From an optimization exercise on the open Yosys and OpenROAD flow, aimed at small area and a short achievable clock period; shortcuts taken in it are not production practice. No functional check of the RTL was part of this run. Power is estimated from default activity; no workload was simulated.

$ cat design/flow/design.v
`timescale 1ns/1ps
module fir_low_pass_filter(Data_out, Data_in, clk, rst);
  output [15:0] Data_out;
  input [7:0] Data_in;
  input clk, rst;
  reg [7:0] x1;
  reg [7:0] x2;
  reg [7:0] x3;
  reg [7:0] x4;
  reg [7:0] x5;
  reg [7:0] x6;
  reg [7:0] x7;
  reg [7:0] x8;
  reg [7:0] x9;
  reg [7:0] x10;
  reg [7:0] x11;
  reg [7:0] x12;
  reg [7:0] x13;
  reg [7:0] x14;
  reg [7:0] x15;
  reg [7:0] x16;
  reg [7:0] x17;
  reg [7:0] x18;
  reg [7:0] x19;
  reg [7:0] x20;
  reg [7:0] x21;
  reg [7:0] x22;
  reg [7:0] x23;
  reg [7:0] x24;
  reg [7:0] x25;
  reg [7:0] x26;
  reg [14:0] P2a;
  reg [13:0] P2b;
  reg [12:0] P2c;
  reg [15:0] Pa;
  reg [15:0] Pb;
  reg [15:0] Q;
  reg [8:0] Y;
  reg [6:0] YH;
  reg [6:0] T;
  wire hs1, hc1;
  fir_ha u_ha1 (.a(x12[0]), .b(x12[3]), .s(hs1), .co(hc1));
  wire fs2, fc2;
  fir_fa u_fa2 (.a(x12[0]), .b(x12[1]), .c(x12[4]), .s(fs2), .co(fc2));
  wire fs3, fc3;
  fir_fa u_fa3 (.a(x14[0]), .b(x23[3]), .c(x25[4]), .s(fs3), .co(fc3));
  wire fs4, fc4;
  fir_fa u_fa4 (.a(x10[0]), .b(x10[2]), .c(x10[3]), .s(fs4), .co(fc4));
  wire hs5, hc5;
  fir_ha u_ha5 (.a(x25[5]), .b(x9[0]), .s(hs5), .co(hc5));
  wire fs6, fc6;
  fir_fa u_fa6 (.a(x12[1]), .b(x12[2]), .c(x12[5]), .s(fs6), .co(fc6));
  wire fs7, fc7;
  fir_fa u_fa7 (.a(x14[1]), .b(x23[4]), .c(x25[5]), .s(fs7), .co(fc7));
  wire fs8, fc8;
  fir_fa u_fa8 (.a(x10[1]), .b(x10[3]), .c(x10[4]), .s(fs8), .co(fc8));
  wire fs9, fc9;
  fir_fa u_fa9 (.a(x11[1]), .b(x11[2]), .c(x11[5]), .s(fs9), .co(fc9));
  wire fs10, fc10;
  fir_fa u_fa10 (.a(x22[5]), .b(x24[4]), .c(x26[5]), .s(fs10), .co(fc10));
  wire fs11, fc11;
  fir_fa u_fa11 (.a(x12[2]), .b(x12[3]), .c(x12[6]), .s(fs11), .co(fc11));
  wire fs12, fc12;
  fir_fa u_fa12 (.a(x14[2]), .b(x23[5]), .c(x25[6]), .s(fs12), .co(fc12));
  wire fs13, fc13;
  fir_fa u_fa13 (.a(x10[2]), .b(x10[4]), .c(x10[5]), .s(fs13), .co(fc13));
  wire fs14, fc14;
  fir_fa u_fa14 (.a(x11[2]), .b(x11[3]), .c(x11[6]), .s(fs14), .co(fc14));
  wire fs15, fc15;
  fir_fa u_fa15 (.a(x22[6]), .b(x24[5]), .c(x26[6]), .s(fs15), .co(fc15));
  wire hs16, hc16;
  fir_ha u_ha16 (.a(x25[7]), .b(x9[2]), .s(hs16), .co(hc16));
  wire fs17, fc17;
  fir_fa u_fa17 (.a(x12[3]), .b(x12[4]), .c(x12[7]), .s(fs17), .co(fc17));
  wire fs18, fc18;
  fir_fa u_fa18 (.a(x14[3]), .b(x23[6]), .c(x25[7]), .s(fs18), .co(fc18));
  wire fs19, fc19;
  fir_fa u_fa19 (.a(x10[3]), .b(x10[5]), .c(x10[6]), .s(fs19), .co(fc19));
  wire fs20, fc20;
  fir_fa u_fa20 (.a(x11[3]), .b(x11[4]), .c(x11[7]), .s(fs20), .co(fc20));
  wire fs21, fc21;
  fir_fa u_fa21 (.a(x22[7]), .b(x24[6]), .c(x26[7]), .s(fs21), .co(fc21));
  wire fs22, fc22;
  fir_fa u_fa22 (.a(x12[4]), .b(x12[5]), .c(x14[4]), .s(fs22), .co(fc22));
  wire fs23, fc23;
  fir_fa u_fa23 (.a(x10[4]), .b(x10[6]), .c(x10[7]), .s(fs23), .co(fc23));
  wire fs24, fc24;
  fir_fa u_fa24 (.a(x12[1]), .b(x23[0]), .c(x25[1]), .s(fs24), .co(fc24));
  wire fs25, fc25;
  fir_fa u_fa25 (.a(x12[2]), .b(x23[1]), .c(x25[2]), .s(fs25), .co(fc25));
  wire fs26, fc26;
  fir_fa u_fa26 (.a(x10[0]), .b(x10[1]), .c(x11[2]), .s(fs26), .co(fc26));
  wire fs27, fc27;
  fir_fa u_fa27 (.a(x23[2]), .b(x25[3]), .c(x25[4]), .s(fs27), .co(fc27));
  wire fs28, fc28;
  fir_fa u_fa28 (.a(x10[1]), .b(x10[2]), .c(x11[0]), .s(fs28), .co(fc28));
  wire fs29, fc29;
  fir_fa u_fa29 (.a(x11[3]), .b(x22[3]), .c(x24[2]), .s(fs29), .co(fc29));
  wire fs30, fc30;
  fir_fa u_fa30 (.a(x11[0]), .b(x11[1]), .c(x11[4]), .s(fs30), .co(fc30));
  wire fs31, fc31;
  fir_fa u_fa31 (.a(x22[4]), .b(x24[3]), .c(x26[4]), .s(fs31), .co(fc31));
  wire fs32, fc32;
  fir_fa u_fa32 (.a(hc1), .b(hs5), .c(fs2), .s(fs32), .co(fc32));
  wire hs33, hc33;
  fir_han u_ha33 (.a(x7[3]), .b(x7[5]), .s(hs33), .co(hc33));
  wire fs34, fc34;
  fir_fa u_fa34 (.a(x25[6]), .b(x9[1]), .c(hc5), .s(fs34), .co(fc34));
  wire fs35, fc35;
  fir_fa u_fa35 (.a(x7[4]), .b(x7[6]), .c(fc4), .s(fs35), .co(fc35));
  wire fs36, fc36;
  fir_fa u_fa36 (.a(fc2), .b(fc3), .c(fs6), .s(fs36), .co(fc36));
  wire fs37, fc37;
  fir_fa u_fa37 (.a(fs10), .b(fs8), .c(fs9), .s(fs37), .co(fc37));
  wire fs38, fc38;
  fir_fa u_fa38 (.a(hs16), .b(fc6), .c(fc7), .s(fs38), .co(fc38));
  wire fs39, fc39;
  fir_fa u_fa39 (.a(x7[5]), .b(x7[7]), .c(fc10), .s(fs39), .co(fc39));
  wire fs40, fc40;
  fir_fa u_fa40 (.a(fc8), .b(fc9), .c(fs13), .s(fs40), .co(fc40));
  wire fs41, fc41;
  fir_fa u_fa41 (.a(fs11), .b(fs12), .c(~fs14), .s(fs41), .co(fc41));
  wire fs42, fc42;
  fir_fa u_fa42 (.a(x9[3]), .b(hc16), .c(fc11), .s(fs42), .co(fc42));
  wire fs43, fc43;
  fir_fa u_fa43 (.a(x7[6]), .b(fc13), .c(fc14), .s(fs43), .co(fc43));
  wire fs44, fc44;
  fir_fa u_fa44 (.a(fc12), .b(fs17), .c(fs18), .s(fs44), .co(fc44));
  wire fs45, fc45;
  fir_fa u_fa45 (.a(fc15), .b(fs19), .c(fs20), .s(fs45), .co(fc45));
  wire fs46, fc46;
  fir_fa u_fa46 (.a(x11[4]), .b(x11[5]), .c(x24[7]), .s(fs46), .co(fc46));
  wire fs47, fc47;
  fir_fa u_fa47 (.a(x23[7]), .b(x9[4]), .c(fc17), .s(fs47), .co(fc47));
  wire fs48, fc48;
  fir_fa u_fa48 (.a(x7[7]), .b(fc19), .c(fc20), .s(fs48), .co(fc48));
  wire fs49, fc49;
  fir_fa u_fa49 (.a(fc18), .b(~fc21), .c(fs22), .s(fs49), .co(fc49));
  wire fs50, fc50;
  fir_fa u_fa50 (.a(x12[5]), .b(x12[6]), .c(x14[5]), .s(fs50), .co(fc50));
  wire fs51, fc51;
  fir_fa u_fa51 (.a(x10[5]), .b(x10[7]), .c(x11[5]), .s(fs51), .co(fc51));
  wire hs52, hc52;
  fir_ha u_ha52 (.a(x9[5]), .b(fc22), .s(hs52), .co(hc52));
  wire hs53, hc53;
  fir_ha u_ha53 (.a(x12[6]), .b(x12[7]), .s(hs53), .co(hc53));
  wire hs54, hc54;
  fir_ha u_ha54 (.a(x12[0]), .b(x25[0]), .s(hs54), .co(hc54));
  wire fs55, fc55;
  fir_fa u_fa55 (.a(x10[0]), .b(x11[1]), .c(x22[1]), .s(fs55), .co(fc55));
  wire fs56, fc56;
  fir_fa u_fa56 (.a(x24[0]), .b(x26[1]), .c(x7[0]), .s(fs56), .co(fc56));
  wire fs57, fc57;
  fir_fa u_fa57 (.a(x22[2]), .b(x24[1]), .c(x26[2]), .s(fs57), .co(fc57));
  wire fs58, fc58;
  fir_fa u_fa58 (.a(x25[3]), .b(fc24), .c(fs25), .s(fs58), .co(fc58));
  wire hs59, hc59;
  fir_han u_ha59 (.a(x7[1]), .b(x7[3]), .s(hs59), .co(hc59));
  wire fs60, fc60;
  fir_fa u_fa60 (.a(x26[3]), .b(x7[2]), .c(x7[4]), .s(fs60), .co(fc60));
  wire fs61, fc61;
  fir_fa u_fa61 (.a(hs1), .b(fc25), .c(fs27), .s(fs61), .co(fc61));
  wire fs62, fc62;
  fir_fa u_fa62 (.a(fc26), .b(fs28), .c(fs29), .s(fs62), .co(fc62));
  wire fs63, fc63;
  fir_fa u_fa63 (.a(hs33), .b(fc27), .c(fs3), .s(fs63), .co(fc63));
  wire fs64, fc64;
  fir_fa u_fa64 (.a(fc28), .b(fc29), .c(fs30), .s(fs64), .co(fc64));
  wire fs65, fc65;
  fir_fa u_fa65 (.a(fs31), .b(fs4), .c(~fs32), .s(fs65), .co(fc65));
  wire fs66, fc66;
  fir_fa u_fa66 (.a(hc33), .b(fs7), .c(fs34), .s(fs66), .co(fc66));
  wire fs67, fc67;
  fir_fa u_fa67 (.a(fc30), .b(fc31), .c(fs35), .s(fs67), .co(fc67));
  wire fs68, fc68;
  fir_fa u_fa68 (.a(fc32), .b(fs36), .c(~fs37), .s(fs68), .co(fc68));
  wire fs69, fc69;
  fir_fa u_fa69 (.a(fc34), .b(fc36), .c(fs38), .s(fs69), .co(fc69));
  wire fs70, fc70;
  fir_fa u_fa70 (.a(fs15), .b(fc35), .c(fc37), .s(fs70), .co(fc70));
  wire fs71, fc71;
  fir_fa u_fa71 (.a(fs39), .b(fs40), .c(~fs41), .s(fs71), .co(fc71));
  wire fs72, fc72;
  fir_fa u_fa72 (.a(fc38), .b(fc41), .c(fs42), .s(fs72), .co(fc72));
  wire fs73, fc73;
  fir_fa u_fa73 (.a(fs21), .b(fc39), .c(fc40), .s(fs73), .co(fc73));
  wire fs74, fc74;
  fir_fa u_fa74 (.a(fs43), .b(~fs44), .c(fs45), .s(fs74), .co(fc74));
  wire fs75, fc75;
  fir_fa u_fa75 (.a(fs23), .b(fs46), .c(fc43), .s(fs75), .co(fc75));
  wire fs76, fc76;
  fir_fa u_fa76 (.a(fc42), .b(fc44), .c(fs47), .s(fs76), .co(fc76));
  wire fs77, fc77;
  fir_fa u_fa77 (.a(fc45), .b(fs48), .c(~fs49), .s(fs77), .co(fc77));
  wire fs78, fc78;
  fir_fa u_fa78 (.a(x11[6]), .b(fc23), .c(fc46), .s(fs78), .co(fc78));
  wire fs79, fc79;
  fir_fa u_fa79 (.a(fs50), .b(hs52), .c(fc47), .s(fs79), .co(fc79));
  wire fs80, fc80;
  fir_fa u_fa80 (.a(fs51), .b(fc48), .c(~fc49), .s(fs80), .co(fc80));
  wire fs81, fc81;
  fir_fa u_fa81 (.a(x10[6]), .b(x11[6]), .c(x11[7]), .s(fs81), .co(fc81));
  wire fs82, fc82;
  fir_fa u_fa82 (.a(x14[6]), .b(x9[6]), .c(hs53), .s(fs82), .co(fc82));
  wire fs83, fc83;
  fir_fa u_fa83 (.a(fc50), .b(~fc51), .c(hc52), .s(fs83), .co(fc83));
  wire fs84, fc84;
  fir_fa u_fa84 (.a(x12[7]), .b(x14[7]), .c(x9[7]), .s(fs84), .co(fc84));
  wire hs85, hc85;
  fir_han u_ha85 (.a(x10[7]), .b(x11[7]), .s(hs85), .co(hc85));
  wire fs86, fc86;
  fir_fa u_fa86 (.a(x11[0]), .b(x22[0]), .c(x26[0]), .s(fs86), .co(fc86));
  wire fs87, fc87;
  fir_fa u_fa87 (.a(x25[2]), .b(hc54), .c(fs24), .s(fs87), .co(fc87));
  wire hs88, hc88;
  fir_han u_ha88 (.a(x7[2]), .b(fs55), .s(hs88), .co(hc88));
  wire fs89, fc89;
  fir_fa u_fa89 (.a(fc55), .b(fc56), .c(fs26), .s(fs89), .co(fc89));
  wire fs90, fc90;
  fir_fa u_fa90 (.a(hs59), .b(~fs57), .c(fs58), .s(fs90), .co(fc90));
  wire fs91, fc91;
  fir_fa u_fa91 (.a(hc59), .b(fc58), .c(fs61), .s(fs91), .co(fc91));
  wire fs92, fc92;
  fir_fa u_fa92 (.a(fc57), .b(fs60), .c(fs62), .s(fs92), .co(fc92));
  wire fs93, fc93;
  fir_fa u_fa93 (.a(fc60), .b(fc62), .c(fs64), .s(fs93), .co(fc93));
  wire fs94, fc94;
  fir_fa u_fa94 (.a(fc61), .b(fs63), .c(~fs65), .s(fs94), .co(fc94));
  wire fs95, fc95;
  fir_fa u_fa95 (.a(fc64), .b(fc65), .c(fs67), .s(fs95), .co(fc95));
  wire fs96, fc96;
  fir_fa u_fa96 (.a(fc63), .b(fs66), .c(fs68), .s(fs96), .co(fc96));
  wire fs97, fc97;
  fir_fa u_fa97 (.a(fc66), .b(fc68), .c(fs69), .s(fs97), .co(fc97));
  wire fs98, fc98;
  fir_fa u_fa98 (.a(fc67), .b(fs70), .c(fs71), .s(fs98), .co(fc98));
  wire fs99, fc99;
  fir_fa u_fa99 (.a(fc70), .b(fc71), .c(fs73), .s(fs99), .co(fc99));
  wire fs100, fc100;
  fir_fa u_fa100 (.a(fc69), .b(fs72), .c(~fs74), .s(fs100), .co(fc100));
  wire fs101, fc101;
  fir_fa u_fa101 (.a(fc73), .b(fs75), .c(fc74), .s(fs101), .co(fc101));
  wire fs102, fc102;
  fir_fa u_fa102 (.a(fc72), .b(fs76), .c(~fs77), .s(fs102), .co(fc102));
  wire fs103, fc103;
  fir_fa u_fa103 (.a(fs78), .b(fc75), .c(fc77), .s(fs103), .co(fc103));
  wire fs104, fc104;
  fir_fa u_fa104 (.a(fc76), .b(fs79), .c(~fs80), .s(fs104), .co(fc104));
  wire fs105, fc105;
  fir_fa u_fa105 (.a(fs82), .b(fs83), .c(fc79), .s(fs105), .co(fc105));
  wire fs106, fc106;
  fir_fa u_fa106 (.a(fs81), .b(fc78), .c(fc80), .s(fs106), .co(fc106));
  wire fs107, fc107;
  fir_fa u_fa107 (.a(hc53), .b(hs85), .c(fs84), .s(fs107), .co(fc107));
  wire fs108, fc108;
  fir_fa u_fa108 (.a(~fc81), .b(fc82), .c(fc83), .s(fs108), .co(fc108));
  wire hs109, hc109;
  fir_ha u_ha109 (.a(x25[1]), .b(hs54), .s(hs109), .co(hc109));
  wire fs110, fc110;
  fir_fa u_fa110 (.a(fc86), .b(fs56), .c(~hs88), .s(fs110), .co(fc110));
  wire fs111, fc111;
  fir_fa u_fa111 (.a(hc88), .b(fc87), .c(fs90), .s(fs111), .co(fc111));
  wire fs112, fc112;
  fir_fa u_fa112 (.a(~fc89), .b(fc90), .c(fs91), .s(fs112), .co(fc112));
  wire fs113, fc113;
  fir_fa u_fa113 (.a(~fc91), .b(fc92), .c(fs93), .s(fs113), .co(fc113));
  wire fs114, fc114;
  fir_fa u_fa114 (.a(fc93), .b(~fc94), .c(fs95), .s(fs114), .co(fc114));
  wire fs115, fc115;
  fir_fa u_fa115 (.a(~fc95), .b(fc96), .c(fs97), .s(fs115), .co(fc115));
  wire fs116, fc116;
  fir_fa u_fa116 (.a(~fc97), .b(fc98), .c(fs99), .s(fs116), .co(fc116));
  wire fs117, fc117;
  fir_fa u_fa117 (.a(fc99), .b(~fc100), .c(fs101), .s(fs117), .co(fc117));
  wire fs118, fc118;
  fir_fa u_fa118 (.a(fc101), .b(~fc102), .c(fs103), .s(fs118), .co(fc118));
  wire fs119, fc119;
  fir_fa u_fa119 (.a(~fs105), .b(fs106), .c(fc103), .s(fs119), .co(fc119));
  wire fs120, fc120;
  fir_fa u_fa120 (.a(fs107), .b(fs108), .c(fc105), .s(fs120), .co(fc120));
  wire fs121, fc121;
  fir_fa u_fa121 (.a(hc85), .b(fc84), .c(fc107), .s(fs121), .co(fc121));
  wire hs122, hc122;
  fir_ha u_ha122 (.a(P2a[3]), .b(P2b[3]), .s(hs122), .co(hc122));
  wire fs123, fc123;
  fir_fa u_fa123 (.a(P2a[4]), .b(x14[1]), .c(x14[2]), .s(fs123), .co(fc123));
  wire fs124, fc124;
  fir_fa u_fa124 (.a(x16[0]), .b(x16[3]), .c(x17[2]), .s(fs124), .co(fc124));
  wire fs125, fc125;
  fir_fa u_fa125 (.a(P2b[5]), .b(x14[0]), .c(x14[2]), .s(fs125), .co(fc125));
  wire fs126, fc126;
  fir_fa u_fa126 (.a(x14[3]), .b(x16[1]), .c(x16[4]), .s(fs126), .co(fc126));
  wire fs127, fc127;
  fir_fa u_fa127 (.a(x17[3]), .b(x17[5]), .c(x2[4]), .s(fs127), .co(fc127));
  wire fs128, fc128;
  fir_fa u_fa128 (.a(P2a[6]), .b(P2c[5]), .c(x14[1]), .s(fs128), .co(fc128));
  wire fs129, fc129;
  fir_fa u_fa129 (.a(x14[3]), .b(x14[4]), .c(x16[2]), .s(fs129), .co(fc129));
  wire fs130, fc130;
  fir_fa u_fa130 (.a(x16[5]), .b(x17[4]), .c(x17[6]), .s(fs130), .co(fc130));
  wire hs131, hc131;
  fir_ha u_ha131 (.a(x2[5]), .b(x9[2]), .s(hs131), .co(hc131));
  wire fs132, fc132;
  fir_fa u_fa132 (.a(P2a[7]), .b(P2b[7]), .c(x14[2]), .s(fs132), .co(fc132));
  wire fs133, fc133;
  fir_fa u_fa133 (.a(x14[4]), .b(x14[5]), .c(x16[3]), .s(fs133), .co(fc133));
  wire fs134, fc134;
  fir_fa u_fa134 (.a(x16[6]), .b(x17[5]), .c(x17[7]), .s(fs134), .co(fc134));
  wire fs135, fc135;
  fir_fa u_fa135 (.a(x2[6]), .b(x9[3]), .c(x9[6]), .s(fs135), .co(fc135));
  wire fs136, fc136;
  fir_fa u_fa136 (.a(P2c[7]), .b(x14[3]), .c(x14[5]), .s(fs136), .co(fc136));
  wire fs137, fc137;
  fir_fa u_fa137 (.a(x14[6]), .b(x16[4]), .c(x16[7]), .s(fs137), .co(fc137));
  wire fs138, fc138;
  fir_fa u_fa138 (.a(x17[6]), .b(x2[7]), .c(x9[4]), .s(fs138), .co(fc138));
  wire hs139, hc139;
  fir_han u_ha139 (.a(P2a[8]), .b(P2b[8]), .s(hs139), .co(hc139));
  wire fs140, fc140;
  fir_fa u_fa140 (.a(P2b[9]), .b(P2c[8]), .c(x14[4]), .s(fs140), .co(fc140));
  wire fs141, fc141;
  fir_fa u_fa141 (.a(x14[6]), .b(x14[7]), .c(x16[5]), .s(fs141), .co(fc141));
  wire hs142, hc142;
  fir_ha u_ha142 (.a(P2a[1]), .b(P2b[1]), .s(hs142), .co(hc142));
  wire fs143, fc143;
  fir_fa u_fa143 (.a(P2c[1]), .b(x14[0]), .c(x16[1]), .s(fs143), .co(fc143));
  wire fs144, fc144;
  fir_fa u_fa144 (.a(x17[0]), .b(x17[2]), .c(x2[1]), .s(fs144), .co(fc144));
  wire fs145, fc145;
  fir_fa u_fa145 (.a(x14[0]), .b(x14[1]), .c(x16[2]), .s(fs145), .co(fc145));
  wire fs146, fc146;
  fir_fa u_fa146 (.a(x17[1]), .b(x17[3]), .c(x2[2]), .s(fs146), .co(fc146));
  wire hs147, hc147;
  fir_ha u_ha147 (.a(x9[2]), .b(hs122), .s(hs147), .co(hc147));
  wire fs148, fc148;
  fir_fa u_fa148 (.a(x17[4]), .b(x2[3]), .c(x9[0]), .s(fs148), .co(fc148));
  wire fs149, fc149;
  fir_fa u_fa149 (.a(x9[3]), .b(hc122), .c(fs123), .s(fs149), .co(fc149));
  wire fs150, fc150;
  fir_fa u_fa150 (.a(P2b[4]), .b(P2c[3]), .c(~fs124), .s(fs150), .co(fc150));
  wire fs151, fc151;
  fir_fa u_fa151 (.a(x9[1]), .b(x9[4]), .c(fc123), .s(fs151), .co(fc151));
  wire fs152, fc152;
  fir_fa u_fa152 (.a(fc124), .b(fs125), .c(fs126), .s(fs152), .co(fc152));
  wire fs153, fc153;
  fir_fa u_fa153 (.a(P2a[5]), .b(P2c[4]), .c(~fs127), .s(fs153), .co(fc153));
  wire fs154, fc154;
  fir_fa u_fa154 (.a(x9[5]), .b(hs131), .c(fc125), .s(fs154), .co(fc154));
  wire fs155, fc155;
  fir_fa u_fa155 (.a(fc126), .b(fc127), .c(fs128), .s(fs155), .co(fc155));
  wire fs156, fc156;
  fir_fa u_fa156 (.a(~P2b[6]), .b(fs129), .c(fs130), .s(fs156), .co(fc156));
  wire fs157, fc157;
  fir_fa u_fa157 (.a(hc131), .b(fc128), .c(fc129), .s(fs157), .co(fc157));
  wire fs158, fc158;
  fir_fa u_fa158 (.a(fc130), .b(fs132), .c(fs133), .s(fs158), .co(fc158));
  wire fs159, fc159;
  fir_fa u_fa159 (.a(~P2c[6]), .b(fs134), .c(fs135), .s(fs159), .co(fc159));
  wire fs160, fc160;
  fir_fa u_fa160 (.a(x9[7]), .b(hs139), .c(fc132), .s(fs160), .co(fc160));
  wire fs161, fc161;
  fir_fa u_fa161 (.a(fc133), .b(fc134), .c(fc135), .s(fs161), .co(fc161));
  wire fs162, fc162;
  fir_fa u_fa162 (.a(fs136), .b(fs137), .c(fs138), .s(fs162), .co(fc162));
  wire fs163, fc163;
  fir_fa u_fa163 (.a(x17[7]), .b(x9[5]), .c(hc139), .s(fs163), .co(fc163));
  wire fs164, fc164;
  fir_fa u_fa164 (.a(fc136), .b(fc137), .c(fc138), .s(fs164), .co(fc164));
  wire fs165, fc165;
  fir_fa u_fa165 (.a(~P2a[9]), .b(fs140), .c(fs141), .s(fs165), .co(fc165));
  wire fs166, fc166;
  fir_fa u_fa166 (.a(P2b[10]), .b(P2c[9]), .c(x14[5]), .s(fs166), .co(fc166));
  wire fs167, fc167;
  fir_fa u_fa167 (.a(x14[7]), .b(x16[6]), .c(x9[6]), .s(fs167), .co(fc167));
  wire fs168, fc168;
  fir_fa u_fa168 (.a(~P2a[10]), .b(fc140), .c(fc141), .s(fs168), .co(fc168));
  wire fs169, fc169;
  fir_fa u_fa169 (.a(P2b[11]), .b(P2c[10]), .c(x14[6]), .s(fs169), .co(fc169));
  wire hs170, hc170;
  fir_ha u_ha170 (.a(x16[7]), .b(x9[7]), .s(hs170), .co(hc170));
  wire fs171, fc171;
  fir_fa u_fa171 (.a(x16[0]), .b(x17[1]), .c(x2[0]), .s(fs171), .co(fc171));
  wire fs172, fc172;
  fir_fa u_fa172 (.a(x9[1]), .b(hc142), .c(fs143), .s(fs172), .co(fc172));
  wire hs173, hc173;
  fir_han u_ha173 (.a(P2a[2]), .b(P2b[2]), .s(hs173), .co(hc173));
  wire fs174, fc174;
  fir_fa u_fa174 (.a(fc143), .b(fc144), .c(fs145), .s(fs174), .co(fc174));
  wire fs175, fc175;
  fir_fa u_fa175 (.a(~P2c[2]), .b(fs146), .c(hs147), .s(fs175), .co(fc175));
  wire fs176, fc176;
  fir_fa u_fa176 (.a(fc145), .b(fc146), .c(fs148), .s(fs176), .co(fc176));
  wire fs177, fc177;
  fir_fa u_fa177 (.a(hc147), .b(fs149), .c(~fs150), .s(fs177), .co(fc177));
  wire fs178, fc178;
  fir_fa u_fa178 (.a(fc148), .b(fc149), .c(fs151), .s(fs178), .co(fc178));
  wire fs179, fc179;
  fir_fa u_fa179 (.a(fc150), .b(~fs152), .c(fs153), .s(fs179), .co(fc179));
  wire fs180, fc180;
  fir_fa u_fa180 (.a(fc151), .b(fc152), .c(fs154), .s(fs180), .co(fc180));
  wire fs181, fc181;
  fir_fa u_fa181 (.a(~fc153), .b(fs155), .c(fs156), .s(fs181), .co(fc181));
  wire fs182, fc182;
  fir_fa u_fa182 (.a(fc154), .b(fc155), .c(fc156), .s(fs182), .co(fc182));
  wire fs183, fc183;
  fir_fa u_fa183 (.a(fs157), .b(fs158), .c(fs159), .s(fs183), .co(fc183));
  wire fs184, fc184;
  fir_fa u_fa184 (.a(fc157), .b(fc158), .c(fc159), .s(fs184), .co(fc184));
  wire fs185, fc185;
  fir_fa u_fa185 (.a(fs160), .b(fs161), .c(fs162), .s(fs185), .co(fc185));
  wire fs186, fc186;
  fir_fa u_fa186 (.a(fs163), .b(fc160), .c(fc161), .s(fs186), .co(fc186));
  wire fs187, fc187;
  fir_fa u_fa187 (.a(fc162), .b(fs164), .c(fs165), .s(fs187), .co(fc187));
  wire fs188, fc188;
  fir_fa u_fa188 (.a(fs166), .b(fs167), .c(fc163), .s(fs188), .co(fc188));
  wire fs189, fc189;
  fir_fa u_fa189 (.a(fc164), .b(fc165), .c(fs168), .s(fs189), .co(fc189));
  wire fs190, fc190;
  fir_fa u_fa190 (.a(hs170), .b(fc166), .c(fc167), .s(fs190), .co(fc190));
  wire fs191, fc191;
  fir_fa u_fa191 (.a(~P2a[11]), .b(fs169), .c(fc168), .s(fs191), .co(fc191));
  wire fs192, fc192;
  fir_fa u_fa192 (.a(P2a[12]), .b(P2c[11]), .c(x14[7]), .s(fs192), .co(fc192));
  wire fs193, fc193;
  fir_fa u_fa193 (.a(~P2b[12]), .b(hc170), .c(fc169), .s(fs193), .co(fc193));
  wire hs194, hc194;
  fir_han u_ha194 (.a(P2a[13]), .b(P2b[13]), .s(hs194), .co(hc194));
  wire hs195, hc195;
  fir_ha u_ha195 (.a(1'b0), .b(P2b[0]), .s(hs195), .co(hc195));
  wire fs196, fc196;
  fir_fa u_fa196 (.a(x9[0]), .b(hs142), .c(fs171), .s(fs196), .co(fc196));
  wire fs197, fc197;
  fir_fa u_fa197 (.a(hs173), .b(fc171), .c(fs144), .s(fs197), .co(fc197));
  wire fs198, fc198;
  fir_fa u_fa198 (.a(hc173), .b(fc172), .c(fs174), .s(fs198), .co(fc198));
  wire fs199, fc199;
  fir_fa u_fa199 (.a(fc174), .b(fs176), .c(fc175), .s(fs199), .co(fc199));
  wire fs200, fc200;
  fir_fa u_fa200 (.a(fc176), .b(fc177), .c(fs178), .s(fs200), .co(fc200));
  wire fs201, fc201;
  fir_fa u_fa201 (.a(fc178), .b(fs180), .c(fs181), .s(fs201), .co(fc201));
  wire fs202, fc202;
  fir_fa u_fa202 (.a(fc180), .b(fc181), .c(fs182), .s(fs202), .co(fc202));
  wire fs203, fc203;
  fir_fa u_fa203 (.a(fc182), .b(fc183), .c(fs184), .s(fs203), .co(fc203));
  wire fs204, fc204;
  fir_fa u_fa204 (.a(fc184), .b(fs186), .c(fc185), .s(fs204), .co(fc204));
  wire fs205, fc205;
  fir_fa u_fa205 (.a(fs188), .b(fc186), .c(fc187), .s(fs205), .co(fc205));
  wire fs206, fc206;
  fir_fa u_fa206 (.a(fs190), .b(fc188), .c(fc189), .s(fs206), .co(fc206));
  wire fs207, fc207;
  fir_fa u_fa207 (.a(fs192), .b(fc190), .c(fs193), .s(fs207), .co(fc207));
  wire fs208, fc208;
  fir_fa u_fa208 (.a(hs194), .b(fc192), .c(fc193), .s(fs208), .co(fc208));
  wire fs209, fc209;
  fir_fa u_fa209 (.a(1'b0), .b(1'b0), .c(hc194), .s(fs209), .co(fc209));
  wire hs210, hc210;
  fir_ha u_ha210 (.a(1'b0), .b(1'b0), .s(hs210), .co(hc210));
  wire hs211, hc211;
  fir_ha u_ha211 (.a(x17[0]), .b(hs195), .s(hs211), .co(hc211));
  wire fs212, fc212;
  fir_fa u_fa212 (.a(~P2c[0]), .b(hc195), .c(fs196), .s(fs212), .co(fc212));
  wire fs213, fc213;
  fir_fa u_fa213 (.a(fc196), .b(fs172), .c(fs197), .s(fs213), .co(fc213));
  wire fs214, fc214;
  fir_fa u_fa214 (.a(fc197), .b(fs175), .c(fs198), .s(fs214), .co(fc214));
  wire fs215, fc215;
  fir_fa u_fa215 (.a(fc198), .b(fs177), .c(fs199), .s(fs215), .co(fc215));
  wire fs216, fc216;
  fir_fa u_fa216 (.a(~fs179), .b(fc199), .c(fs200), .s(fs216), .co(fc216));
  wire fs217, fc217;
  fir_fa u_fa217 (.a(~fc179), .b(fc200), .c(fs201), .s(fs217), .co(fc217));
  wire fs218, fc218;
  fir_fa u_fa218 (.a(fs183), .b(fc201), .c(fs202), .s(fs218), .co(fc218));
  wire fs219, fc219;
  fir_fa u_fa219 (.a(fs185), .b(fc202), .c(fs203), .s(fs219), .co(fc219));
  wire fs220, fc220;
  fir_fa u_fa220 (.a(fs187), .b(fc203), .c(fs204), .s(fs220), .co(fc220));
  wire fs221, fc221;
  fir_fa u_fa221 (.a(fs189), .b(fc204), .c(fs205), .s(fs221), .co(fc221));
  wire fs222, fc222;
  fir_fa u_fa222 (.a(fs191), .b(fs206), .c(fc205), .s(fs222), .co(fc222));
  wire fs223, fc223;
  fir_fa u_fa223 (.a(fc191), .b(fs207), .c(fc206), .s(fs223), .co(fc223));
  wire fs224, fc224;
  fir_fa u_fa224 (.a(~P2c[12]), .b(fc207), .c(fs208), .s(fs224), .co(fc224));
  wire fs225, fc225;
  fir_fa u_fa225 (.a(~P2a[14]), .b(fs209), .c(fc208), .s(fs225), .co(fc225));
  wire fs226, fc226;
  fir_fa u_fa226 (.a(1'b0), .b(hs210), .c(fc209), .s(fs226), .co(fc226));
  wire hs227, hc227;
  fir_han u_ha227 (.a(Pa[2]), .b(Pb[2]), .s(hs227), .co(hc227));
  wire fs228, fc228;
  fir_fa u_fa228 (.a(Pa[3]), .b(Pb[3]), .c(x1[1]), .s(fs228), .co(fc228));
  wire fs229, fc229;
  fir_fa u_fa229 (.a(Pa[4]), .b(Pb[4]), .c(x1[2]), .s(fs229), .co(fc229));
  wire fs230, fc230;
  fir_fa u_fa230 (.a(Pa[5]), .b(Pb[5]), .c(x1[3]), .s(fs230), .co(fc230));
  wire fs231, fc231;
  fir_fa u_fa231 (.a(Pa[6]), .b(Pb[6]), .c(x1[4]), .s(fs231), .co(fc231));
  wire fs232, fc232;
  fir_fa u_fa232 (.a(Pa[7]), .b(Pb[7]), .c(x1[5]), .s(fs232), .co(fc232));
  wire fs233, fc233;
  fir_fa u_fa233 (.a(Pa[8]), .b(Pb[8]), .c(x1[6]), .s(fs233), .co(fc233));
  wire fs234, fc234;
  fir_fa u_fa234 (.a(Pa[9]), .b(Pb[9]), .c(x1[7]), .s(fs234), .co(fc234));
  wire hs235, hc235;
  fir_ha u_ha235 (.a(x2[0]), .b(hs227), .s(hs235), .co(hc235));
  wire fs236, fc236;
  fir_fa u_fa236 (.a(x2[1]), .b(hc227), .c(~fs228), .s(fs236), .co(fc236));
  wire fs237, fc237;
  fir_fa u_fa237 (.a(~x2[2]), .b(fc228), .c(fs229), .s(fs237), .co(fc237));
  wire fs238, fc238;
  fir_fa u_fa238 (.a(~x2[3]), .b(fc229), .c(fs230), .s(fs238), .co(fc238));
  wire fs239, fc239;
  fir_fa u_fa239 (.a(~x2[4]), .b(fc230), .c(fs231), .s(fs239), .co(fc239));
  wire fs240, fc240;
  fir_fa u_fa240 (.a(~x2[5]), .b(fc231), .c(fs232), .s(fs240), .co(fc240));
  wire fs241, fc241;
  fir_fa u_fa241 (.a(~x2[6]), .b(fc232), .c(fs233), .s(fs241), .co(fc241));
  wire fs242, fc242;
  fir_fa u_fa242 (.a(~x2[7]), .b(fc233), .c(fs234), .s(fs242), .co(fc242));
  wire fs243, fc243;
  fir_fa u_fa243 (.a(Pa[10]), .b(Pb[10]), .c(fc234), .s(fs243), .co(fc243));
  wire hs244, hc244;
  fir_han u_ha244 (.a(Pa[11]), .b(Pb[11]), .s(hs244), .co(hc244));
  wire hs245, hc245;
  fir_han u_ha245 (.a(Pa[12]), .b(Pb[12]), .s(hs245), .co(hc245));
  wire hs246, hc246;
  fir_han u_ha246 (.a(Pa[13]), .b(Pb[13]), .s(hs246), .co(hc246));
  wire hs247, hc247;
  fir_han u_ha247 (.a(Pa[14]), .b(Pb[14]), .s(hs247), .co(hc247));
  wire hs248, hc248;
  fir_han u_ha248 (.a(Pa[15]), .b(Pb[15]), .s(hs248), .co(hc248));
  wire [15:0] Q_sum;
  fir_add16 u_Q_add (.a({hc247, hc246, hc245, hc244, hs244, ~fc242, ~fc241, ~fc240, ~fc239, ~fc238, ~fc237, fc236, hc235, ~x1[0], ~Pa[1], Pa[0]}), .b({hs248, hs247, hs246, hs245, ~fc243, ~fs243, ~fs242, ~fs241, ~fs240, ~fs239, ~fs238, ~fs237, fs236, hs235, ~Pb[1], ~Pb[0]}), .s(Q_sum));
  wire [15:0] R;
  wire hs249, hc249;
  fir_han u_ha249 (.a(x1[0]), .b(x1[1]), .s(hs249), .co(hc249));
  wire fs250, fc250;
  fir_fa u_fa250 (.a(~Q[2]), .b(x1[1]), .c(x1[2]), .s(fs250), .co(fc250));
  wire fs251, fc251;
  fir_fa u_fa251 (.a(~Q[3]), .b(x1[2]), .c(x1[3]), .s(fs251), .co(fc251));
  wire fs252, fc252;
  fir_fa u_fa252 (.a(~Q[4]), .b(x1[3]), .c(x1[4]), .s(fs252), .co(fc252));
  wire fs253, fc253;
  fir_fa u_fa253 (.a(~Q[5]), .b(x1[4]), .c(x1[5]), .s(fs253), .co(fc253));
  wire fs254, fc254;
  fir_fa u_fa254 (.a(~Q[6]), .b(x1[5]), .c(x1[6]), .s(fs254), .co(fc254));
  wire fs255, fc255;
  fir_fa u_fa255 (.a(~Q[7]), .b(x1[6]), .c(x1[7]), .s(fs255), .co(fc255));
  wire hs256, hc256;
  fir_ha u_ha256 (.a(Q[8]), .b(~x1[7]), .s(hs256), .co(hc256));
  fir_add16 u_r_add (.a({Q[15], Q[14], Q[13], Q[12], Q[11], Q[10], Q[9], hs256, ~fc254, ~fc253, ~fc252, ~fc251, ~fc250, hc249, Q[1], Q[0]}), .b({1'b0, 1'b0, 1'b0, 1'b0, 1'b0, 1'b0, hc256, ~fc255, ~fs255, ~fs254, ~fs253, ~fs252, ~fs251, ~fs250, hs249, ~x1[0]}), .s(R));
  wire [9:0] L_n;
  wire [6:0] K;
  fir_ones7 u_ones (.a(R[15:9]), .k(K));
  fir_addlo u_lo_add (.r(R[8:0]), .d(Data_in), .y(L_n));
  wire C9;
  fir_gt8 u_c9 (.a(Data_in), .b(~R[8:1]), .gt(C9));
  wire rst_n;
  fir_inv u_rst_n (.a(rst), .y(rst_n));
  reg rq, rqn;
  always @(posedge clk) begin
    rq <= rst;
    rqn <= ~rst;
  end
  always @(posedge clk) begin
    if (rst) begin
      Y[0] <= 1'h0;
      Y[1] <= 1'h0;
      Y[2] <= 1'h0;
      Y[3] <= 1'h0;
      Y[4] <= 1'h0;
      Y[5] <= 1'h0;
      Y[6] <= 1'h0;
      Y[7] <= 1'h0;
      Y[8] <= 1'h0;
      YH[0] <= 1'h0;
      YH[1] <= 1'h0;
      YH[2] <= 1'h0;
      YH[3] <= 1'h0;
      YH[4] <= 1'h0;
      YH[5] <= 1'h0;
      YH[6] <= 1'h0;
      T[0] <= 1'h0;
      T[1] <= 1'h0;
      T[2] <= 1'h0;
      T[3] <= 1'h0;
      T[4] <= 1'h0;
      T[5] <= 1'h0;
      T[6] <= 1'h0;
    end else begin
      Y[0] <= L_n[0];
      Y[1] <= L_n[1];
      Y[2] <= L_n[2];
      Y[3] <= L_n[3];
      Y[4] <= L_n[4];
      Y[5] <= L_n[5];
      Y[6] <= L_n[6];
      Y[7] <= L_n[7];
      Y[8] <= L_n[8];
      YH[0] <= R[9];
      YH[1] <= R[10];
      YH[2] <= R[11];
      YH[3] <= R[12];
      YH[4] <= R[13];
      YH[5] <= R[14];
      YH[6] <= R[15];
      T[0] <= (C9 & K[0]);
      T[1] <= (C9 & K[1]);
      T[2] <= (C9 & K[2]);
      T[3] <= (C9 & K[3]);
      T[4] <= (C9 & K[4]);
      T[5] <= (C9 & K[5]);
      T[6] <= (C9 & K[6]);
    end
  end
  always @(posedge clk) begin
    if (!rst_n) begin
      x1 <= 8'hff;
    end else begin
      x1 <= ~Data_in;
    end
  end
  always @(posedge clk) begin
    if (rst | rq) begin
      Q[0] <= 1'h0;
      Q[1] <= 1'h0;
      Q[2] <= 1'h0;
      Q[3] <= 1'h0;
      Q[4] <= 1'h0;
      Q[5] <= 1'h0;
      Q[6] <= 1'h0;
      Q[7] <= 1'h0;
      Q[8] <= 1'h0;
      Q[9] <= 1'h0;
      Q[10] <= 1'h0;
      Q[11] <= 1'h0;
      Q[12] <= 1'h0;
      Q[13] <= 1'h0;
      Q[14] <= 1'h0;
      Q[15] <= 1'h0;
    end else begin
      Q[0] <= Q_sum[0];
      Q[1] <= Q_sum[1];
      Q[2] <= Q_sum[2];
      Q[3] <= Q_sum[3];
      Q[4] <= Q_sum[4];
      Q[5] <= Q_sum[5];
      Q[6] <= Q_sum[6];
      Q[7] <= Q_sum[7];
      Q[8] <= Q_sum[8];
      Q[9] <= Q_sum[9];
      Q[10] <= Q_sum[10];
      Q[11] <= Q_sum[11];
      Q[12] <= Q_sum[12];
      Q[13] <= Q_sum[13];
      Q[14] <= Q_sum[14];
      Q[15] <= Q_sum[15];
    end
  end
  always @(posedge clk) begin
    if (rq) begin
      x2 <= 8'h0;
      x4 <= 8'h0;
      x6 <= 8'h0;
      x9 <= 8'h0;
      x12 <= 8'h0;
      x14 <= 8'h0;
      x16 <= 8'h0;
      x17 <= 8'h0;
      x19 <= 8'h0;
      x21 <= 8'h0;
      x23 <= 8'h0;
      x25 <= 8'h0;
      P2a[1] <= 1'h0;
      P2a[3] <= 1'h0;
      P2a[4] <= 1'h0;
      P2a[6] <= 1'h0;
      P2a[7] <= 1'h0;
      P2a[12] <= 1'h0;
      P2b[0] <= 1'h0;
      P2b[1] <= 1'h0;
      P2b[3] <= 1'h0;
      P2b[5] <= 1'h0;
      P2b[7] <= 1'h0;
      P2b[9] <= 1'h0;
      P2b[10] <= 1'h0;
      P2b[11] <= 1'h0;
      P2c[1] <= 1'h0;
      P2c[5] <= 1'h0;
      P2c[7] <= 1'h0;
      P2c[8] <= 1'h0;
      P2c[9] <= 1'h0;
      P2c[10] <= 1'h0;
      P2c[11] <= 1'h0;
      Pa[0] <= 1'h0;
    end else begin
      x2 <= ~x1;
      x4 <= ~x3;
      x6 <= ~x5;
      x9 <= ~x8;
      x12 <= ~x11;
      x14 <= ~x13;
      x16 <= ~x15;
      x17 <= x16;
      x19 <= ~x18;
      x21 <= ~x20;
      x23 <= ~x22;
      x25 <= ~x24;
      P2a[1] <= ~x7[1];
      P2a[3] <= ~fs89;
      P2a[4] <= ~fs92;
      P2a[6] <= ~fc113;
      P2a[7] <= ~fs98;
      P2a[12] <= ~fc106;
      P2b[0] <= ~x7[0];
      P2b[1] <= ~fs86;
      P2b[3] <= ~fc110;
      P2b[5] <= ~fs113;
      P2b[7] <= ~fc114;
      P2b[9] <= ~fc116;
      P2b[10] <= ~fc117;
      P2b[11] <= ~fc118;
      P2c[1] <= ~fs110;
      P2c[5] <= ~fs114;
      P2c[7] <= ~fs116;
      P2c[8] <= ~fs117;
      P2c[9] <= ~fs118;
      P2c[10] <= ~fs119;
      P2c[11] <= ~fc119;
      Pa[0] <= ~P2a[0];
    end
  end
  always @(posedge clk) begin
    if (!rqn) begin
      x3 <= 8'hff;
      x5 <= 8'hff;
      x7 <= 8'hff;
      x8 <= 8'hff;
      x10 <= 8'hff;
      x11 <= 8'hff;
      x13 <= 8'hff;
      x15 <= 8'hff;
      x18 <= 8'hff;
      x20 <= 8'hff;
      x22 <= 8'hff;
      x24 <= 8'hff;
      x26 <= 8'hff;
      P2a[0] <= 1'h1;
      P2a[2] <= 1'h1;
      P2a[5] <= 1'h1;
      P2a[8] <= 1'h1;
      P2a[9] <= 1'h1;
      P2a[10] <= 1'h1;
      P2a[11] <= 1'h1;
      P2a[13] <= 1'h1;
      P2a[14] <= 1'h1;
      P2b[2] <= 1'h1;
      P2b[4] <= 1'h1;
      P2b[6] <= 1'h1;
      P2b[8] <= 1'h1;
      P2b[12] <= 1'h1;
      P2b[13] <= 1'h1;
      P2c[0] <= 1'h1;
      P2c[2] <= 1'h1;
      P2c[3] <= 1'h1;
      P2c[4] <= 1'h1;
      P2c[6] <= 1'h1;
      P2c[12] <= 1'h1;
      Pa[1] <= 1'h1;
      Pa[2] <= 1'h1;
      Pa[3] <= 1'h1;
      Pa[4] <= 1'h1;
      Pa[5] <= 1'h1;
      Pa[6] <= 1'h1;
      Pa[7] <= 1'h1;
      Pa[8] <= 1'h1;
      Pa[9] <= 1'h1;
      Pa[10] <= 1'h1;
      Pa[11] <= 1'h1;
      Pa[12] <= 1'h1;
      Pa[13] <= 1'h1;
      Pa[14] <= 1'h1;
      Pa[15] <= 1'h1;
      Pb[0] <= 1'h1;
      Pb[1] <= 1'h1;
      Pb[2] <= 1'h1;
      Pb[3] <= 1'h1;
      Pb[4] <= 1'h1;
      Pb[5] <= 1'h1;
      Pb[6] <= 1'h1;
      Pb[7] <= 1'h1;
      Pb[8] <= 1'h1;
      Pb[9] <= 1'h1;
      Pb[10] <= 1'h1;
      Pb[11] <= 1'h1;
      Pb[12] <= 1'h1;
      Pb[13] <= 1'h1;
      Pb[14] <= 1'h1;
      Pb[15] <= 1'h1;
    end else begin
      x3 <= ~x2;
      x5 <= ~x4;
      x7 <= ~x6;
      x8 <= x7;
      x10 <= ~x9;
      x11 <= x10;
      x13 <= ~x12;
      x15 <= ~x14;
      x18 <= ~x17;
      x20 <= ~x19;
      x22 <= ~x21;
      x24 <= ~x23;
      x26 <= ~x25;
      P2a[0] <= ~x25[0];
      P2a[2] <= ~hc109;
      P2a[5] <= ~fc112;
      P2a[8] <= ~fs100;
      P2a[9] <= ~fs102;
      P2a[10] <= ~fs104;
      P2a[11] <= ~fc104;
      P2a[13] <= ~fs121;
      P2a[14] <= ~fc121;
      P2b[2] <= ~fs87;
      P2b[4] <= ~fc111;
      P2b[6] <= ~fs96;
      P2b[8] <= ~fc115;
      P2b[12] <= ~fs120;
      P2b[13] <= ~fc108;
      P2c[0] <= ~hs109;
      P2c[2] <= ~fs111;
      P2c[3] <= ~fs112;
      P2c[4] <= ~fs94;
      P2c[6] <= ~fs115;
      P2c[12] <= ~fc120;
      Pa[1] <= ~hc211;
      Pa[2] <= ~fc212;
      Pa[3] <= ~fc213;
      Pa[4] <= ~fc214;
      Pa[5] <= ~fc215;
      Pa[6] <= ~fc216;
      Pa[7] <= ~fc217;
      Pa[8] <= ~fc218;
      Pa[9] <= ~fc219;
      Pa[10] <= ~fc220;
      Pa[11] <= ~fc221;
      Pa[12] <= ~fc222;
      Pa[13] <= ~fs224;
      Pa[14] <= ~fc224;
      Pa[15] <= ~fs226;
      Pb[0] <= ~hs211;
      Pb[1] <= ~fs212;
      Pb[2] <= ~fs213;
      Pb[3] <= ~fs214;
      Pb[4] <= ~fs215;
      Pb[5] <= ~fs216;
      Pb[6] <= ~fs217;
      Pb[7] <= ~fs218;
      Pb[8] <= ~fs219;
      Pb[9] <= ~fs220;
      Pb[10] <= ~fs221;
      Pb[11] <= ~fs222;
      Pb[12] <= ~fs223;
      Pb[13] <= ~fc223;
      Pb[14] <= ~fs225;
      Pb[15] <= ~fc225;
    end
  end
  assign Data_out = {YH ^ T, Y};
endmodule
module fir_fa(a, b, c, s, co);
  input a, b, c;
  output s, co;
  assign s = a ^ b ^ c;
  assign co = (a & b) | (a & c) | (b & c);
endmodule
module fir_ha(a, b, s, co);
  input a, b;
  output s, co;
  assign s = a ^ b;
  assign co = a & b;
endmodule
module fir_han(a, b, s, co);
  input a, b;
  output s, co;
  assign s = a ^ b;
  assign co = ~(a | b);
endmodule
module fir_add16(a, b, s);
  input [15:0] a;
  input [15:0] b;
  output [15:0] s;
 wire [15:0] g0 = a & b;
 wire [15:0] p0 = a ^ b;
 wire G1 = g0[1] | (p0[1] & g0[0]);
 wire P1 = p0[1] & p0[0];
 wire G2 = g0[3] | (p0[3] & g0[2]);
 wire P2 = p0[3] & p0[2];
 wire G3 = g0[5] | (p0[5] & g0[4]);
 wire P3 = p0[5] & p0[4];
 wire G4 = g0[7] | (p0[7] & g0[6]);
 wire P4 = p0[7] & p0[6];
 wire G5 = g0[9] | (p0[9] & g0[8]);
 wire P5 = p0[9] & p0[8];
 wire G6 = g0[11] | (p0[11] & g0[10]);
 wire P6 = p0[11] & p0[10];
 wire G7 = g0[13] | (p0[13] & g0[12]);
 wire P7 = p0[13] & p0[12];
 wire G8 = g0[15] | (p0[15] & g0[14]);
 wire P8 = p0[15] & p0[14];
 wire G9 = G2 | (P2 & G1);
 wire P9 = P2 & P1;
 wire G10 = G4 | (P4 & G3);
 wire P10 = P4 & P3;
 wire G11 = G6 | (P6 & G5);
 wire P11 = P6 & P5;
 wire G12 = G8 | (P8 & G7);
 wire P12 = P8 & P7;
 wire G13 = G10 | (P10 & G9);
 wire P13 = P10 & P9;
 wire G14 = G12 | (P12 & G11);
 wire P14 = P12 & P11;
 wire G15 = G14 | (P14 & G13);
 wire P15 = P14 & P13;
 wire G16 = g0[2] | (p0[2] & G1);
 wire P16 = p0[2] & P1;
 wire G17 = g0[4] | (p0[4] & G9);
 wire P17 = p0[4] & P9;
 wire G18 = G3 | (P3 & G9);
 wire P18 = P3 & P9;
 wire G19 = g0[6] | (p0[6] & G18);
 wire P19 = p0[6] & P18;
 wire G20 = g0[8] | (p0[8] & G13);
 wire P20 = p0[8] & P13;
 wire G21 = G5 | (P5 & G13);
 wire P21 = P5 & P13;
 wire G22 = g0[10] | (p0[10] & G21);
 wire P22 = p0[10] & P21;
 wire G23 = G11 | (P11 & G13);
 wire P23 = P11 & P13;
 wire G24 = g0[12] | (p0[12] & G23);
 wire P24 = p0[12] & P23;
 wire G25 = G7 | (P7 & G23);
 wire P25 = P7 & P23;
 wire G26 = g0[14] | (p0[14] & G25);
 wire P26 = p0[14] & P25;
  assign s = {(p0[15] ^ G26), (p0[14] ^ G25), (p0[13] ^ G24), (p0[12] ^ G23), (p0[11] ^ G22), (p0[10] ^ G21), (p0[9] ^ G20), (p0[8] ^ G13), (p0[7] ^ G19), (p0[6] ^ G18), (p0[5] ^ G17), (p0[4] ^ G9), (p0[3] ^ G16), (p0[2] ^ G1), (p0[1] ^ g0[0]), p0[0]};
endmodule
module fir_inv(a, y);
  input a;
  output y;
  assign y = ~a;
endmodule
module fir_addlo(r, d, y);
  input [8:0] r;
  input [7:0] d;
  output [9:0] y;
  assign y = {1'b0, r} + {1'b0, d, 1'b0};
endmodule
module fir_addlot(r, d, k, y, t);
  input [8:0] r;
  input [7:0] d;
  input [6:0] k;
  output [9:0] y;
  output [6:0] t;
  assign y = {1'b0, r} + {1'b0, d, 1'b0};
  assign t = {7{y[9]}} & k;
endmodule
module fir_gt8(a, b, gt);
  input [7:0] a, b;
  output gt;
  assign gt = a > b;
endmodule
module fir_ones7(a, k);
  input [6:0] a;
  output [6:0] k;
  assign k = {&a[5:0], &a[4:0], &a[3:0], &a[2:0], &a[1:0], a[0], 1'b1};
endmodule
module fir_inc7(a, y);
  input [6:0] a;
  output [6:0] y;
  assign y = a + 7'd1;
endmodule
$ cat design/flow/standard.sh
#!/bin/bash
# synth_recipe.tcl (not shown) runs the flow's synth.tcl, then flattens the netlist and writes it again
# the make line also repeats each setting of config.mk as NAME=value (left out here)
make -C /OpenROAD-flow-scripts/flow DESIGN_CONFIG=/design/flow/config.mk WORK_HOME=/design/flow/orfs CLKGATE_MAP_FILE= SYNTH_SCRIPT=/design/flow/synth_recipe.tcl "${@:-finish}"
$ cat design/flow/flow/run.sh
#!/bin/bash
set -euo pipefail
export BUFFER_PORTS_ARGS="-buffer_cell sky130_fd_sc_hd__buf_4"
export CTS_ARGS="-sink_clustering_enable -repair_clock_nets -sink_clustering_size 32 -sink_clustering_max_diameter 80 -buf_list {sky130_fd_sc_hd__clkbuf_8 sky130_fd_sc_hd__clkbuf_16} -dont_use_dummy_load"
bash standard.sh finish > layout.log 2>&1
$ cat design/flow/config.mk
export PLATFORM = sky130hd
export DESIGN_NAME = fir_low_pass_filter
export DESIGN_NICKNAME = fir_low_pass_filter
export VERILOG_FILES = /design/flow/design.v
export SDC_FILE = /design/flow/constraint.sdc
export NUM_CORES = 4
export LEC_CHECK = 0
export CAP_MARGIN = 20
export CORE_MARGIN = 2
export CORE_UTILIZATION = 40
export CTS_BUF_LIST = sky130_fd_sc_hd__clkbuf_8 sky130_fd_sc_hd__clkbuf_16
export CTS_CLUSTER_DIAMETER = 80
export CTS_CLUSTER_SIZE = 32
export SLEW_MARGIN = 20
export SYNTH_HIERARCHICAL = 1
$ cat design/flow/constraint.sdc
create_clock -name core_clock -period 11.0 [get_ports {clk}]
set_input_delay 2.2000 -clock core_clock [delete_from_list [all_inputs] [get_ports {clk}]]
set_output_delay 2.2000 -clock core_clock [all_outputs]
set_load 0.01 [all_outputs]
==> notes.md <==
==> metrics by stage <==
step	instances	cell area, um2	hold slack (ns)	power (mW)
6_report	1811	16420	0.3385	2.031
5_1_grt	1811	16420	0.3534	2.131
4_1_cts	1811	16420	0.3389	2.062
3_5_place_dp	1794	16000	0.3467	1.435
3_3_place_gp	1794	16000	0.3455	1.428
2_1_floorplan	1295	15490	0.3434	1.387
==> how the worst min path moves through the flow <==
| stage | startpoint | endpoint | slack [ns] | cells past startpoint |
|---|---|---|---|---|
| 2_1_floorplan | x19[0] | x20[0] | 0.34 | 1 |
| 3_5_place_dp | x21[7] | x22[7] | 0.35 | 1 |
| 4_1_cts | x19[2] | x20[2] | 0.34 | 1 |
| 6_report | x19[2] | x20[2] | 0.34 | 1 |
| 5_1_grt | x19[2] | x20[2] | 0.35 | 1 |
| 3_3_place_gp | x21[4] | x22[4] | 0.35 | 1 |
==> power by group <==
group	leakage (nW)	internal, mW	switching, mW
Clock	0.209	0.278	0.350
Sequential	2.61	1.19	0.0172
Combinational	4.71	0.0932	0.107
==> metal layers <==
metal	part of all wire [%]	vias to the layer above	GRT usage, %
li1	-	3841	-
met1	47	3948	19.22
met2	48	73	25.16
met3	2.7	29	1.981
met4	1.8	0	2.593
met5	0	-	0
==> sequential cells by signal (all words and copies together) (netlist names), 9 cells and up <==
name,cells
Q,16
P2a,14
Pb,16
Y,9
P2b,14
P2c,13
Pa,16
==> final cells by class <==
cell class	count	area, um2
Clock buffer	17	425.4
Fill cell	3606	21420
Inverter	164	615.6
Multi-Input combinational cell	769	8078
Sequential cell	322	6454
Tap cell	511	639.4
Timing Repair Buffer	28	210.2
==> notes.md <==
CTS tree done; Place WS about 7.3 ns; Setup Viol. Count Final 0; Final HPWL DP 20650 um; worst endpoint required time approximately 11 ns; Die Footprint between 40000 and 50000 um2; final clock skew a little over 0.04 ns; gpl congestion approximately 0.83; Final ANT Viol Nets 0; Clock Tree Buf Depth 3; Rows between 70 and 80; slowest cell delay on critical path around 0.48 ns; R2R Setup Slk ~7.4 ns; minimum clock period 3.577 ns; FF-to-FF path depth 17; cells after synthesis approximately 1300; synth-to-layout area growth 6.379%; Crit. path cell count 17; cell family contributing the most delay on the critical path adder cells; GRT overflow 0; DR vias/cell 4.357; Max-Cap Viols 0; CP endpoint T[6]; Antenna Cells 0; CTS Hold Bufs 0; Worst Setup End Kind flip-flop; Gates resized, CTS repair 0; Clk Latency, worst-skew pair around 0.50 ns; mean post-synth cell area 12.04 um2; Die Width 200.5 um; Arrival @ worst endpoint just under 4 ns; Post-Syn Area between 15000 and 20000 um2; Iteration-0 DRC Markers 354; root buf cell clkbuf_16; Worst Path Max Fanout 7; RSZ-0062 raised after global routing false; number of global-route vias before repair 9109; Ys Warns 7; Max Freq about 0.28 GHz; PD cells about 120 nW/um2; first-pass GRT wire length 46490 um; r2r endpoint T[6]; DR pass1 iterations 4; Pins Over Slew Limit 0; Setup TNS 0 ns; # H-tree levels 1; most frequent cells in the layout dfxtp_1, fa_1, inv_1; Crit path top cell by count inv_1; Leak between 7 and 8 nW; Avg WL per Cell ~15 um; Hold Vio Cnt, Final 0; Period Utilization, post-route 32.52%; CP Class reg2reg; Core ar. ~38000 um2; die height ~200 um; Ports 26; layout cell share with drive strength beyond 1 about 6.1%; DR vias a little under 8000; Slowest cell on crit path fa_1; crit path from x1[1]; worst vdd ir 0.00009054 V; crit start category flip-flop; largest net degree at the start of global routing 77; IO buf count 25; clock slew at the register clock pins of the worst setup and hold paths between 0.1 and 0.15 ns; status timing/DRC/antenna clean; Critical path buffers and inverters 5; worst hold-check path type reg2reg; initial antenna violation count 0; Setup Fix Bufs, Post-CTS 0; final wirelength 26710 um; final net count between 1500 and 2000; Slew headroom 44.57%; most common cell after layout, fill and taps aside dfxtp_1; CTS buffer count 17; Worst-Margin Slew approximately 0.83 ns; worst r2r src x1[1]; cells along the critical path inv_1 -> ha_1 -> inv_1 -> fa_1 -> nand2b_1 -> a21oi_2 -> nand2b_4 -> a21boi_1 -> fa_1 -> inv_1 -> inv_1 -> inv_1 -> ha_1 -> a21oi_1 -> o21ai_0 -> o22a_1 -> and3b_1; number of remaining DRC errors 0; final core area utilization a little over two fifths; GRT Total Usage between 10% and 20%; clock sinks around 320; Final Worst Setup Slack roughly 7.4 ns; Initial Util between 40% and 50%

[port drivers added, routing unchanged]
In the flow no input, the clock included, has a driving cell. The finished layout below was timed again as built, in two steps.
Step 1 sets driving cells, clkbuf_16 on the clock port and buf_2 on the other inputs (assumed; they add their load-dependent delay and slew).
Step 2 also shifts input and output timing later by t, the mid clock arrival at the registers, as if the neighbouring blocks saw the same clock.
a / b / c = ideal / step 1 / step 2; a / b = the first two.
t, ns: 0.538
setup slack, ns: 7.423 / 7.423 / 7.213
worst setup path after step 2: input to register
latest minus earliest clock arrival (ns): 0.053 / 0.054
After both steps setup and hold are still met in this run. For this run, drivers alone change the setup slack by 0.000 ns; drivers and shift together by -0.210 ns.
